From an optimization exercise on the open Yosys and OpenROAD flow, aimed at small area, a short achievable clock period and few clock cycles per item; shortcuts taken in it are not production practice.
The RTL was checked by simulation tests, not by an equivalence proof against the original design.

--- flow/run.sh ---
#!/bin/bash
# synth_recipe.tcl (not shown) runs the flow's synth.tcl, then flattens the netlist and writes it again
# the make line also repeats each setting of config.mk as NAME=value (left out here)
make -C /OpenROAD-flow-scripts/flow DESIGN_CONFIG=/design/flow/config.mk WORK_HOME=/design/flow/orfs CLKGATE_MAP_FILE= SYNTH_SCRIPT=/design/flow/synth_recipe.tcl finish
--- flow/config.mk ---
export PLATFORM = sky130hd
export DESIGN_NAME = MODULE_STATIC_PROCESS
export DESIGN_NICKNAME = MODULE_STATIC_PROCESS
export VERILOG_FILES = /design/flow/design.v
export SDC_FILE = /design/flow/constraint.sdc
export NUM_CORES = 4
export LEC_CHECK = 0
export CAP_MARGIN = 20
export CORE_MARGIN = 2
export CORE_UTILIZATION = 40
export PLACE_DENSITY = 0.6
export SLEW_MARGIN = 20
--- flow/design.v ---
`timescale 1ns/1ps
module MODULE_STATIC_PROCESS (
    input clk,
    input rst,
    input [3:0] state_info,
    input [11:0] read_from_aux,
    input [11:0] read_from_ram,
    output reg [11:0] write2aux,
    output reg [11:0] write2ram,
    output reg [9:0] write2aux_addr,
    output reg [9:0] read_from_aux_addr,
    output reg [18:0] write2ram_addr,
    output reg[18:0] read_from_ram_addr,
    output reg ena_write_ram,
    output done
);
reg [18:0] cnt;
reg done_;
assign done=done_;
reg [4:0] cnt_buffer;
reg [11:0] color_buffer;
reg [11:0] buffer;
reg [11:0] color_reduced;
reg [15:0] color_cnt_1;
reg [15:0] color_cnt_2;
reg [15:0] color_cnt_3;
reg [15:0] color_cnt_4;
reg [15:0] color_cnt_5;
reg [15:0] color_cnt_6;
reg [15:0] color_cnt_7;
reg [15:0] color_cnt_8;
reg [15:0] color_cnt_9;
reg [15:0] color_cnt_10;
reg [15:0] color_cnt_11;
reg [15:0] color_cnt_12;
reg [15:0] color_cnt_13;
reg [15:0] color_cnt_14;
reg [15:0] color_cnt_15;
reg [15:0] color_cnt_16;
reg is_read_done;
always @(posedge clk) 
begin
    if(!rst)
    begin
      cnt=0;
      done_=0;
      cnt_buffer=0;
      color_buffer=0;
      buffer=0;
      color_reduced=0;
      color_cnt_1=0;
      color_cnt_2=0;
      color_cnt_3=0;
      color_cnt_4=0;
      color_cnt_5=0;
      color_cnt_6=0;
      color_cnt_7=0;
      color_cnt_8=0;
      color_cnt_9=0;
      color_cnt_10=0;
      color_cnt_11=0;
      color_cnt_12=0;
      color_cnt_13=0;
      color_cnt_14=0;
      color_cnt_15=0;
      color_cnt_16=0;
      is_read_done=0;
      write2aux=0;
      write2ram=0;
      write2aux_addr=0;
      read_from_aux_addr=0;
      write2ram_addr=0;
      read_from_ram_addr=0;
      ena_write_ram=0;
    end
    else if(done_==0&&(state_info==4'b1000||state_info==4'b1001))
    begin
      if(cnt_buffer==4'b0000)
      begin
        if(state_info==4'b1000)
          color_buffer=(read_from_ram[11:8]*8'd30+read_from_ram[7:4]*8'd59+read_from_ram[3:0]*8'd11)*9/8'd100;
        else if(state_info==4'b1001)
          color_buffer=(read_from_ram[11:8]*8'd30+read_from_ram[7:4]*8'd59+read_from_ram[3:0]*8'd11)*8/8'd100;
        read_from_ram_addr=cnt-641;
        cnt_buffer=cnt_buffer+1;
      end
      else if(cnt_buffer==4'b0001)  
      begin
        if(cnt%640==0||cnt<640)
            color_buffer=color_buffer-0;
        else
        begin
          color_reduced=(read_from_ram[11:8]*8'd30+read_from_ram[7:4]*8'd59+read_from_ram[3:0]*8'd11)/8'd100;
          if(color_buffer<color_reduced)
            color_buffer=0;
          else
            color_buffer=color_buffer-color_reduced;
        end
        read_from_ram_addr=cnt-640;
        cnt_buffer=cnt_buffer+1;
      end
      else if(cnt_buffer==4'b0010)  
      begin
        if(cnt<640)
            color_buffer=color_buffer-0;
        else
        begin
          color_reduced=(read_from_ram[11:8]*8'd30+read_from_ram[7:4]*8'd59+read_from_ram[3:0]*8'd11)/8'd100;
          if(color_buffer<color_reduced)
            color_buffer=0;
          else
            color_buffer=color_buffer-color_reduced;
        end
        read_from_ram_addr=cnt-639;
        cnt_buffer=cnt_buffer+1;
      end
      else if(cnt_buffer==4'b0011)  
      begin
        if(cnt<640||(cnt-639)%640==0)
            color_buffer=color_buffer-0;
        else
        begin
          color_reduced=(read_from_ram[11:8]*8'd30+read_from_ram[7:4]*8'd59+read_from_ram[3:0]*8'd11)/8'd100;
          if(color_buffer<color_reduced)
            color_buffer=0;
          else
            color_buffer=color_buffer-color_reduced;
        end
        read_from_ram_addr=cnt-1;
        cnt_buffer=cnt_buffer+1;
      end
      else if(cnt_buffer==4'b0100)  
      begin
        if(cnt%640==0)
            color_buffer=color_buffer-0;
        else
        begin
        color_reduced=(read_from_ram[11:8]*8'd30+read_from_ram[7:4]*8'd59+read_from_ram[3:0]*8'd11)/8'd100;
          if(color_buffer<color_reduced)
            color_buffer=0;
          else
            color_buffer=color_buffer-color_reduced;
        end
        read_from_ram_addr=cnt+1;
        cnt_buffer=cnt_buffer+1;
      end
      else if(cnt_buffer==4'b0101)  
      begin
        if(cnt>=639&&(cnt-639)%640==0)
          color_buffer=color_buffer-0;
        else 
        begin
          color_reduced=(read_from_ram[11:8]*8'd30+read_from_ram[7:4]*8'd59+read_from_ram[3:0]*8'd11)/8'd100;
          if(color_buffer<color_reduced)
            color_buffer=0;
          else
            color_buffer=color_buffer-color_reduced;
        end
        read_from_ram_addr=cnt+640-1;
        cnt_buffer=cnt_buffer+1;
      end
      else if(cnt_buffer==4'b0110)  
      begin
        if(cnt%640==0||cnt>640*479)
            color_buffer=color_buffer-0;
        else 
        begin
          color_reduced=(read_from_ram[11:8]*8'd30+read_from_ram[7:4]*8'd59+read_from_ram[3:0]*8'd11)/8'd100;
          if(color_buffer<color_reduced)
            color_buffer=0;
          else
            color_buffer=color_buffer-color_reduced;
        end
        read_from_ram_addr=cnt+640;
        cnt_buffer=cnt_buffer+1;
      end
      else if(cnt_buffer==4'b0111) 
      begin
        if(cnt>640*479)
            color_buffer=color_buffer-0;
        else
        begin
          color_reduced=(read_from_ram[11:8]*8'd30+read_from_ram[7:4]*8'd59+read_from_ram[3:0]*8'd11)/8'd100;
          if(color_buffer<color_reduced)
            color_buffer=0;
          else
            color_buffer=color_buffer-color_reduced;
        end
        read_from_aux_addr=(cnt-1)%640;  
        read_from_ram_addr=cnt+640+1;
        cnt_buffer=cnt_buffer+1;
      end
      else if(cnt_buffer==4'b1000)   
      begin
        if(cnt>640*479||(cnt>=630&&(cnt-639)%640==0))
            color_buffer=color_buffer-0;
        else
        begin
          color_reduced=(read_from_ram[11:8]*8'd30+read_from_ram[7:4]*8'd59+read_from_ram[3:0]*8'd11)/8'd100;
          if(color_buffer<color_reduced)
            color_buffer=0;
          else
            color_buffer=color_buffer-color_reduced;
        end
        color_buffer={color_buffer[3:0],color_buffer[3:0],color_buffer[3:0]};
        cnt=cnt+1;
        ena_write_ram=1;
        read_from_ram_addr=cnt; 
        cnt_buffer=0;
        write2ram_addr=cnt-640-2;
        read_from_aux_addr=(cnt-2)%640;
        write2ram=read_from_aux;   
        write2aux_addr=(cnt-2)%640;
        write2aux=buffer;
        buffer=color_buffer;
        if(cnt==640*480)
        begin
            done_=1;
            ena_write_ram=0;
            cnt=0;
            cnt_buffer=0;
        end
      end
    end
    else if(done_==0&& state_info==4'b1010)
    begin
          if(cnt_buffer==4'b0000)
          begin
            color_buffer=(read_from_ram[11:8]*8'd30+read_from_ram[7:4]*8'd59+read_from_ram[3:0]*8'd11)*4/8'd100;
            read_from_ram_addr=cnt-641;
            cnt_buffer=cnt_buffer+1;
          end
          else if(cnt_buffer==4'b0001)  
          begin
            if(cnt%640==0||cnt<640)
                color_buffer=color_buffer+0;
            else
            begin
              color_reduced=(read_from_ram[11:8]*8'd30+read_from_ram[7:4]*8'd59+read_from_ram[3:0]*8'd11)/8'd100;
              color_buffer=color_buffer+color_reduced;
            end
            read_from_ram_addr=cnt-640;
            cnt_buffer=cnt_buffer+1;
          end
          else if(cnt_buffer==4'b0010)  
          begin
            if(cnt<640)
                color_buffer=color_buffer-0;
            else
            begin
              color_reduced=(read_from_ram[11:8]*8'd30+read_from_ram[7:4]*8'd59+read_from_ram[3:0]*8'd11)*2/8'd100;
              color_buffer=color_buffer+color_reduced;
            end
            read_from_ram_addr=cnt-639;
            cnt_buffer=cnt_buffer+1;
          end
          else if(cnt_buffer==4'b0011)  
          begin
            if(cnt<640||(cnt-639)%640==0)
                color_buffer=color_buffer-0;
            else
            begin
              color_reduced=(read_from_ram[11:8]*8'd30+read_from_ram[7:4]*8'd59+read_from_ram[3:0]*8'd11)/8'd100;
              color_buffer=color_buffer+color_reduced;
            end
            read_from_ram_addr=cnt-1;
            cnt_buffer=cnt_buffer+1;
          end
          else if(cnt_buffer==4'b0100)  
          begin
            if(cnt%640==0)
                color_buffer=color_buffer-0;
            else
            begin
              color_reduced=(read_from_ram[11:8]*8'd30+read_from_ram[7:4]*8'd59+read_from_ram[3:0]*8'd11)*2/8'd100;
              color_buffer=color_buffer+color_reduced;
            end
            read_from_ram_addr=cnt+1;
            cnt_buffer=cnt_buffer+1;
          end
          else if(cnt_buffer==4'b0101)  
          begin
            if(cnt>=639&&(cnt-639)%640==0)
              color_buffer=color_buffer-0;
            else 
            begin
              color_reduced=(read_from_ram[11:8]*8'd30+read_from_ram[7:4]*8'd59+read_from_ram[3:0]*8'd11)*2/8'd100;
              color_buffer=color_buffer+color_reduced;
            end
            read_from_ram_addr=cnt+640-1;
            cnt_buffer=cnt_buffer+1;
          end
          else if(cnt_buffer==4'b0110)  
          begin
            if(cnt%640==0||cnt>640*479)
                color_buffer=color_buffer-0;
            else 
            begin
              color_reduced=(read_from_ram[11:8]*8'd30+read_from_ram[7:4]*8'd59+read_from_ram[3:0]*8'd11)/8'd100;
              color_buffer=color_buffer+color_reduced;
            end
            read_from_ram_addr=cnt+640;
            cnt_buffer=cnt_buffer+1;
          end
          else if(cnt_buffer==4'b0111) 
          begin
            if(cnt>640*479)
                color_buffer=color_buffer-0;
            else
            begin
              color_reduced=(read_from_ram[11:8]*8'd30+read_from_ram[7:4]*8'd59+read_from_ram[3:0]*8'd11)*2/8'd100;
              color_buffer=color_buffer+color_reduced;
            end
            read_from_aux_addr=(cnt-1)%640;  
            read_from_ram_addr=cnt+640+1;
            cnt_buffer=cnt_buffer+1;
          end
          else if(cnt_buffer==4'b1000)   
          begin
            if(cnt>640*479||(cnt>=630&&(cnt-639)%640==0))
                color_buffer=color_buffer-0;
            else
            begin
              color_reduced=(read_from_ram[11:8]*8'd30+read_from_ram[7:4]*8'd59+read_from_ram[3:0]*8'd11)/8'd100;
              color_buffer=color_buffer+color_reduced;
            end
            color_buffer=color_buffer/16;
            color_buffer={color_buffer[3:0],color_buffer[3:0],color_buffer[3:0]};
            cnt=cnt+1;
            ena_write_ram=1;
            read_from_ram_addr=cnt;  
            cnt_buffer=0;
            write2ram_addr=cnt-640-2; 
            read_from_aux_addr=(cnt-2)%640;
            write2ram=read_from_aux;   
            write2aux_addr=(cnt-2)%640;
            write2aux=buffer;
            buffer=color_buffer;
            if(cnt==640*480)
            begin
                done_=1;
                ena_write_ram=0;
                    cnt=0;
                cnt_buffer=0;
            end
          end
    end
    else if(done_==0&& state_info==4'b1011)
    begin
          if(cnt_buffer==4'b0000)
          begin
            color_buffer=12'b000000000111;
            read_from_ram_addr=cnt-641;
            cnt_buffer=cnt_buffer+1;
          end
          else if(cnt_buffer==4'b0001)  
          begin
            if(cnt%640==0||cnt<640)
                color_buffer=color_buffer+0;
            else
            begin
              color_reduced=(read_from_ram[11:8]*8'd30+read_from_ram[7:4]*8'd59+read_from_ram[3:0]*8'd11)/8'd100;
              color_buffer=color_buffer+color_reduced;
            end
            read_from_ram_addr=cnt-640;
            cnt_buffer=cnt_buffer+1;
          end
          else if(cnt_buffer==4'b0010)  
          begin
            color_buffer=color_buffer-0;
            read_from_ram_addr=cnt-639;
            cnt_buffer=cnt_buffer+1;
          end
          else if(cnt_buffer==4'b0011)  
          begin
            color_buffer=color_buffer-0;
            read_from_ram_addr=cnt-1;
            cnt_buffer=cnt_buffer+1;
          end
          else if(cnt_buffer==4'b0100)  
          begin
            color_buffer=color_buffer-0;
            read_from_ram_addr=cnt+1;
            cnt_buffer=cnt_buffer+1;
          end
          else if(cnt_buffer==4'b0101)  
          begin
            color_buffer=color_buffer-0;
            read_from_ram_addr=cnt+640-1;
            cnt_buffer=cnt_buffer+1;
          end
          else if(cnt_buffer==4'b0110)  
          begin
            color_buffer=color_buffer-0;
            read_from_ram_addr=cnt+640;
            cnt_buffer=cnt_buffer+1;
          end
          else if(cnt_buffer==4'b0111) 
          begin
            color_buffer=color_buffer-0;
            read_from_aux_addr=(cnt-1)%640;  
            read_from_ram_addr=cnt+640+1;
            cnt_buffer=cnt_buffer+1;
          end
          else if(cnt_buffer==4'b1000)   
          begin
            if(cnt>640*479||(cnt>=630&&(cnt-639)%640==0))
                color_buffer=color_buffer-0;
            else
            begin
              color_reduced=(read_from_ram[11:8]*8'd30+read_from_ram[7:4]*8'd59+read_from_ram[3:0]*8'd11)/8'd100;
              if(color_buffer>color_reduced)
                color_buffer=color_buffer-color_reduced;
              else
                color_buffer=0;
            end
            color_buffer={color_buffer[3:0],color_buffer[3:0],color_buffer[3:0]};
            cnt=cnt+1;
            ena_write_ram=1;
            read_from_ram_addr=cnt;  
            cnt_buffer=0;
            write2ram_addr=cnt-640-2; 
            read_from_aux_addr=(cnt-2)%640;
            write2ram=read_from_aux;   
            write2aux_addr=(cnt-2)%640;
            write2aux=buffer;
            buffer=color_buffer;
            if(cnt==640*480)
            begin
                done_=1;
                ena_write_ram=0;
                    cnt=0;
                cnt_buffer=0;
            end
          end
    end
    else if(done_==1'b1&&state_info<4'b1000)
    begin
      done_=1'b0;
      read_from_aux_addr=0;
      read_from_ram_addr=0;
      cnt=0;
      color_cnt_1=0;
      color_cnt_2=0;
      color_cnt_3=0;
      color_cnt_4=0;
      color_cnt_5=0;
      color_cnt_6=0;
      color_cnt_7=0;
      color_cnt_8=0;
      color_cnt_9=0;
      color_cnt_10=0;
      color_cnt_11=0;
      color_cnt_12=0;
      color_cnt_13=0;
      color_cnt_14=0;
      color_cnt_15=0;
      color_cnt_16=0;
      is_read_done=0;
    end
    else if(done_==1'b0 && state_info==4'b1100)
    begin
      if(cnt==480*640&&is_read_done==0)
      begin
        is_read_done=1;
        cnt=0;
      end
      if(is_read_done==0&&cnt<480*640)
      begin
        read_from_ram_addr=cnt;
        color_reduced=(read_from_ram[11:8]*8'd30+read_from_ram[7:4]*8'd59+read_from_ram[3:0]*8'd11)/8'd100;
        if(color_reduced[3:0]==4'b0000)
          color_cnt_1=color_cnt_1+1;
        else if(color_reduced[3:0]==4'b0001)
          color_cnt_2=color_cnt_2+1;
        else if(color_reduced[3:0]==4'b0010)
          color_cnt_3=color_cnt_3+1;
        else if(color_reduced[3:0]==4'b0011)
          color_cnt_4=color_cnt_4+1;
        else if(color_reduced[3:0]==4'b0100)
          color_cnt_5=color_cnt_5+1;
        else if(color_reduced[3:0]==4'b0101)
          color_cnt_6=color_cnt_6+1;
        else if(color_reduced[3:0]==4'b0110)
          color_cnt_7=color_cnt_7+1;
        else if(color_reduced[3:0]==4'b0111)
          color_cnt_8=color_cnt_8+1;
        else if(color_reduced[3:0]==4'b1000)
          color_cnt_9=color_cnt_9+1;
        else if(color_reduced[3:0]==4'b1001)
          color_cnt_10=color_cnt_10+1;
        else if(color_reduced[3:0]==4'b1010)
          color_cnt_11=color_cnt_11+1;
        else if(color_reduced[3:0]==4'b1011)
          color_cnt_12=color_cnt_12+1;
        else if(color_reduced[3:0]==4'b1100)
          color_cnt_13=color_cnt_13+1;
        else if(color_reduced[3:0]==4'b1101)
          color_cnt_14=color_cnt_14+1;
        else if(color_reduced[3:0]==4'b1110)
          color_cnt_15=color_cnt_15+1;
        else if(color_reduced[3:0]==4'b1111)
          color_cnt_16=color_cnt_16+1;
        cnt=cnt+1;
      end
      else if(is_read_done==1&&done_==0)
      begin
        if(cnt==640*480)
        begin
          done_=1;
          ena_write_ram=0;
        end
        else
        begin
          ena_write_ram=1;
          write2ram_addr=cnt;
          if(cnt%640<40)  
          begin
            if((480-(cnt/640))<color_cnt_1/160)
              write2ram=12'hFFD;
            else
              write2ram=12'b000000000000;
          end
          else if(cnt%640<80)
          begin
            if((480-(cnt/640))<color_cnt_2/160)
              write2ram=12'hFF0;
            else
              write2ram=12'b000000000000;
          end
          else if(cnt%640<120)
          begin
            if((480-(cnt/640))<color_cnt_3/160)
              write2ram=12'hFFF;
            else
              write2ram=12'b000000000000;
          end
          else if(cnt%640<160)
          begin
            if((480-(cnt/640))<color_cnt_4/160)
              write2ram=12'h0f0;
            else
              write2ram=12'b000000000000;
          end
          else if(cnt%640<200)
          begin
            if((480-(cnt/640))<color_cnt_5/160)
              write2ram=12'hFFE;
            else
              write2ram=12'b000000000000;
          end
          else if(cnt%640<240)
          begin
            if((480-(cnt/640))<color_cnt_6/160)
              write2ram=12'hCFC;
            else
              write2ram=12'b000000000000;
          end
          else if(cnt%640<280)
          begin
            if((480-(cnt/640))<color_cnt_7/160)
              write2ram=12'hfed;
            else
              write2ram=12'b000000000000;
          end
          else if(cnt%640<320)
          begin
            if((480-(cnt/640))<color_cnt_8/160)
              write2ram=12'h9ff;
            else
              write2ram=12'b000000000000;
          end
          else if(cnt%640<360)
          begin
            if((480-(cnt/640))<color_cnt_9/160)
              write2ram=12'hfdb;
            else
              write2ram=12'b000000000000;
          end
          else if(cnt%640<400)
          begin
            if((480-(cnt/640))<color_cnt_10/160)
              write2ram=12'hbff;
            else
              write2ram=12'b000000000000;
          end
          else if(cnt%640<440)
          begin
            if((480-(cnt/640))<color_cnt_11/160)
              write2ram=12'hfeb;
            else
              write2ram=12'b000000000000;
          end
          else if(cnt%640<480)
          begin
            if((480-(cnt/640))<color_cnt_12/160)
              write2ram=12'h8cf;
            else
              write2ram=12'b000000000000;
          end
          else if(cnt%640<520)
          begin
            if((480-(cnt/640))<color_cnt_13/160)
              write2ram=12'heef;
            else
              write2ram=12'b000000000000;
          end
          else if(cnt%640<560)
          begin
            if((480-(cnt/640))<color_cnt_14/160)
              write2ram=12'h9f9;
            else
              write2ram=12'b000000000000;
          end
          else if(cnt%640<600)
          begin
            if((480-(cnt/640))<color_cnt_15/160)
              write2ram=12'hfee;
            else
              write2ram=12'b000000000000;
          end
          else if(cnt%640<640)
          begin
            if((480-(cnt/640))<color_cnt_16/160)
              write2ram=12'hfcc;
            else
              write2ram=12'b000000000000;
          end
          cnt=cnt+1;
        end
      end
    end
end
endmodule  
--- flow/constraint.sdc ---
create_clock -name core_clock -period 29.0 [get_ports {clk}]
set_input_delay 5.8000 -clock core_clock [delete_from_list [all_inputs] [get_ports {clk}]]
set_output_delay 5.8000 -clock core_clock [all_outputs]
set_load 0.01 [all_outputs]
==> notes.md <==
-- Yosys cell counts (all sizes together), types with 47 or more instances --
| cell type | n | area share |
|---|---|---|
| nor2 | 1055 | 0.067 |
| nand2 | 862 | 0.054 |
| a21oi | 704 | 0.059 |
| o21ai | 657 | 0.055 |
| xnor2 | 485 | 0.072 |
| clkbuf | 465 | 0.029 |
| dfxtp | 373 | 0.12 |
| inv | 325 | 0.020 |
| nor3 | 310 | 0.027 |
| nand3 | 301 | 0.025 |
| ha | 274 | 0.057 |
| xor2 | 205 | 0.030 |
| a211oi | 150 | 0.020 |
| a31oi | 132 | 0.014 |
| o211ai | 120 | 0.016 |
| and3 | 113 | 0.012 |
| nand2b | 111 | 0.012 |
| nand4 | 110 | 0.012 |
| mux2i | 108 | 0.018 |
| or3 | 103 | 0.011 |
| o22ai | 99 | 0.010 |
| a21o | 98 | 0.012 |
| nor4 | 97 | 0.011 |
| and2 | 92 | 0.0096 |
| or2 | 91 | 0.0095 |
| nor2b | 89 | 0.0093 |
| maj3 | 85 | 0.014 |
| buf | 82 | 0.0082 |
| o21a | 70 | 0.0088 |
| a221oi | 64 | 0.0095 |
| a21boi | 59 | 0.0074 |
| a22oi | 58 | 0.0073 |
| o221ai | 58 | 0.0086 |
| o31ai | 56 | 0.0071 |
| a2111oi | 47 | 0.0079 |
-- final cells by class --
cell class                      count  area, um^2  area share
Timing Repair Buffer              226        1970      0.0308
Clock buffer                       61        1360      0.0213
Inverter                          355        1330      0.0208
Tap cell                         1930        2410      0.0378
Multi-Input combinational cell   7623       49000       0.766
Clock inverter                     30         393     0.00614
Sequential cell                   373        7470       0.117
-- per-layer routing --
metal / wire (um) / GRT usage / part of all wire / up-vias
li1: - / - / - / 32300
met1: 93200 / 0.351 / 0.44 / 31700
met2: 92400 / 0.419 / 0.44 / 2670
met3: 17700 / 0.0509 / 0.084 / 479
met4: 7440 / 0.0864 / 0.035 / 2
met5: 7 / 0 / 0.000033 / -
-- sequential cells by signal, summed over array words and instances, names as in the netlist, 16 cells and up --
register            cells
cnt                    19
read_from_ram_addr     19
write2ram_addr         19
color_cnt_10           16
color_cnt_11           16
color_cnt_12           16
color_cnt_13           16
color_cnt_14           16
color_cnt_15           16
color_cnt_16           16
color_cnt_1            16
color_cnt_2            16
color_cnt_3            16
color_cnt_4            16
color_cnt_5            16
color_cnt_6            16
color_cnt_7            16
color_cnt_8            16
color_cnt_9            16
-- through the flow --
step	std cells	hold WS [ps]
6_report	10600	448
5_1_grt	10600	479
4_1_cts	10600	453
3_5_place_dp	10500	447
3_3_place_gp	10500	441
2_1_floorplan	8903	432
-- worst max-delay path by stage --
| stage | startpoint | endpoint | slack [ps] | cells past startpoint |
|---|---|---|---|---|
| 2_1_floorplan | read_from_ram[8] | color_buffer[0]$_SDFFE_PN0P_ | 8790 | 62 |
| 3_3_place_gp | read_from_ram[10] | color_buffer[0]$_SDFFE_PN0P_ | 6440 | 59 |
| 3_5_place_dp | read_from_ram[10] | color_buffer[0]$_SDFFE_PN0P_ | 6080 | 59 |
| 4_1_cts | read_from_ram[10] | color_buffer[0]$_SDFFE_PN0P_ | 6730 | 59 |
| 5_1_grt | read_from_ram[10] | color_buffer[0]$_SDFFE_PN0P_ | 5440 | 59 |
| 6_report | read_from_ram[10] | color_buffer[0]$_SDFFE_PN0P_ | 6720 | 59 |
-- logic make-up (layout without fill, tap and decap cells) --
kind of cell | Yosys count | count (layout) | synth area share
and+or+nand+nor | 3537 | 3537 | 0.287
xor gates and xnor gates | 692 | 692 | 0.103
AOI/OAI and AO/OA | 2859 | 2859 | 0.318
adders and majority gates | 391 | 391 | 0.0822
buffers and inverters | 907 | 672 | 0.0604
DFF | 373 | 373 | 0.125
muxes | 144 | 144 | 0.0250
-- worst register-to-register path: cells and delay by family, from the launching register on --
kind                     cells  cell delay [ps]
AO/OA/AOI/OAI               15             4930
XOR/XNOR                     3             1070
adder cells (fa/ha/maj)      3              970
buffers and inverters        6             2000
flip-flops                   1              570
multiplexers                 1              100
AND/OR/NAND/NOR             16             4790
==> notes.md <==
drt first-iter violations 7,397; cts-stage hold buffer count 0; sequential-to-total area share from yosys stat 0.125; Clk Latency, worst-skew pair 670 ps; initial antenna violation count 3; clk slew on worst S/H paths 60 ps; share of layout cells above drive strength 1 0.0564; Avg Inst Size Synth 6.72 um^2; CTS Root Buffer Type clkbuf_16; first-pass GRT wire length 333,000 um; Layout Nets 8,964; worst path bufs/invs 6; H-tree depth 2; DIE WIDTH 391 um; final setup violation count 0; Die Area 153,000 um^2; worst r2r src cnt[1]$_SDFFE_PN0P_; CP max-delay cell nor4_2; Post-Synthesis Cells 8,903; Bufs on Longest Clock Path 3; antenna viol nets, final 0; Post-synth EDFFs 0; CTS Buf Count 49; worst reg2reg path depth 44; startpoint types input pin; DIE HEIGHT 391 um; Warnings, synthesis 1; Initial Util 0.404; hold path depth 2; via density per instance 6.33; hold endpoint write2aux[9]$_SDFFE_PN0P_; RSZ-0062 raised after global routing no; worst setup margin 6720 ps; drc violations 0; fmax 44.9 MHz; Placed Instance Area 62,100 um^2; Post-synth ARST share 0; row cnt 141; Congestion Overflow GR 0; CP delay by family, top compound AO/OA/AOI/OAI gates; Fin. Hold Viols 0; All-Layer GR Usage 0.262; syn_nets 9,239; Post-CTS Setup Bufs 0; post-cts resize count 0; wire per inst 19.9 um; FF-to-FF setup slack 14,410 ps; Worst path max stage delay 680 ps; # IOs 114; Antenna Cells 0; Worst Path Arrival 22,770 ps; Synth Cell Area 59,800 um^2; CP Class in -> reg; Setup crit end kind flop; Initial DRT Pass Iterations 9; Buffers on Ports 113; most common cell after layout, fill and taps aside nor2_1; clk_skew 39.0 ps; fill count 15,400; Area Growth Syn to Fin 6.85%; most used flip-flop cell after synthesis dfxtp_1; Hold Crit Class reg -> reg; core area 148,000 um^2; Seq cells post-synth 373; hpwl dp 154,000 um; status finished clean; minimum clock period 22,280 ps; hold_sp buffer[9]$_SDFFE_PN0P_; MaxCap Viol Count 0; Place WS 6080 ps; fin. max-slew vios 0; total vias in the final route 67,100; reg2reg end write2ram[6]$_SDFFE_PN0P_; relative slew slack 0.239; Worst-Margin Slew 1130 ps; largest net degree at the start of global routing 91; CP required 29,490 ps; DRT Wirelength 211,000 um; Placer Congestion 1.03; Cell variety after synth 143; commonest cells after routing, fill and taps aside 1,042 x nor2_1, 860 x nand2_1, 697 x a21oi_1, 636 x o21ai_0, 473 x xnor2_1; # clock sinks 373; vias in the first global route 61,200; most used cell, CP a21oi_1; Final Util 0.431; CTS tree yes; CP max FO 13; fin area 63,900 um^2; Fin Setup TNS 0 ps; Final Cycle Share 0.768
Testbench counts, summed over its fixed seeds: cycles 27,033,624, frames 16.

[what the ideal ports hide]
No port has a modelled driver above. Below, the same layout with a new extraction and two added sets of constraints. Step 1 assumes that a clkbuf_16 drives the clock port and a buf_2 every other input. Step 2 adds t to the input delays and takes it off the output delays; t is the mean of the earliest and latest rising clock arrival at the registers after step 1. Input paths then give back, and output paths get back, about the clock's delay inside the block. Three values: ideal, step 1, step 2; two values: the first two.
t, ns: 0.728
setup WS [ns]: 6.724 / 6.778 / 6.050
worst setup path after step 2: input to register
After both steps this run still meets setup and hold. The setup slack of this run moves by +0.054 ns with the drivers and by -0.674 ns with both steps.
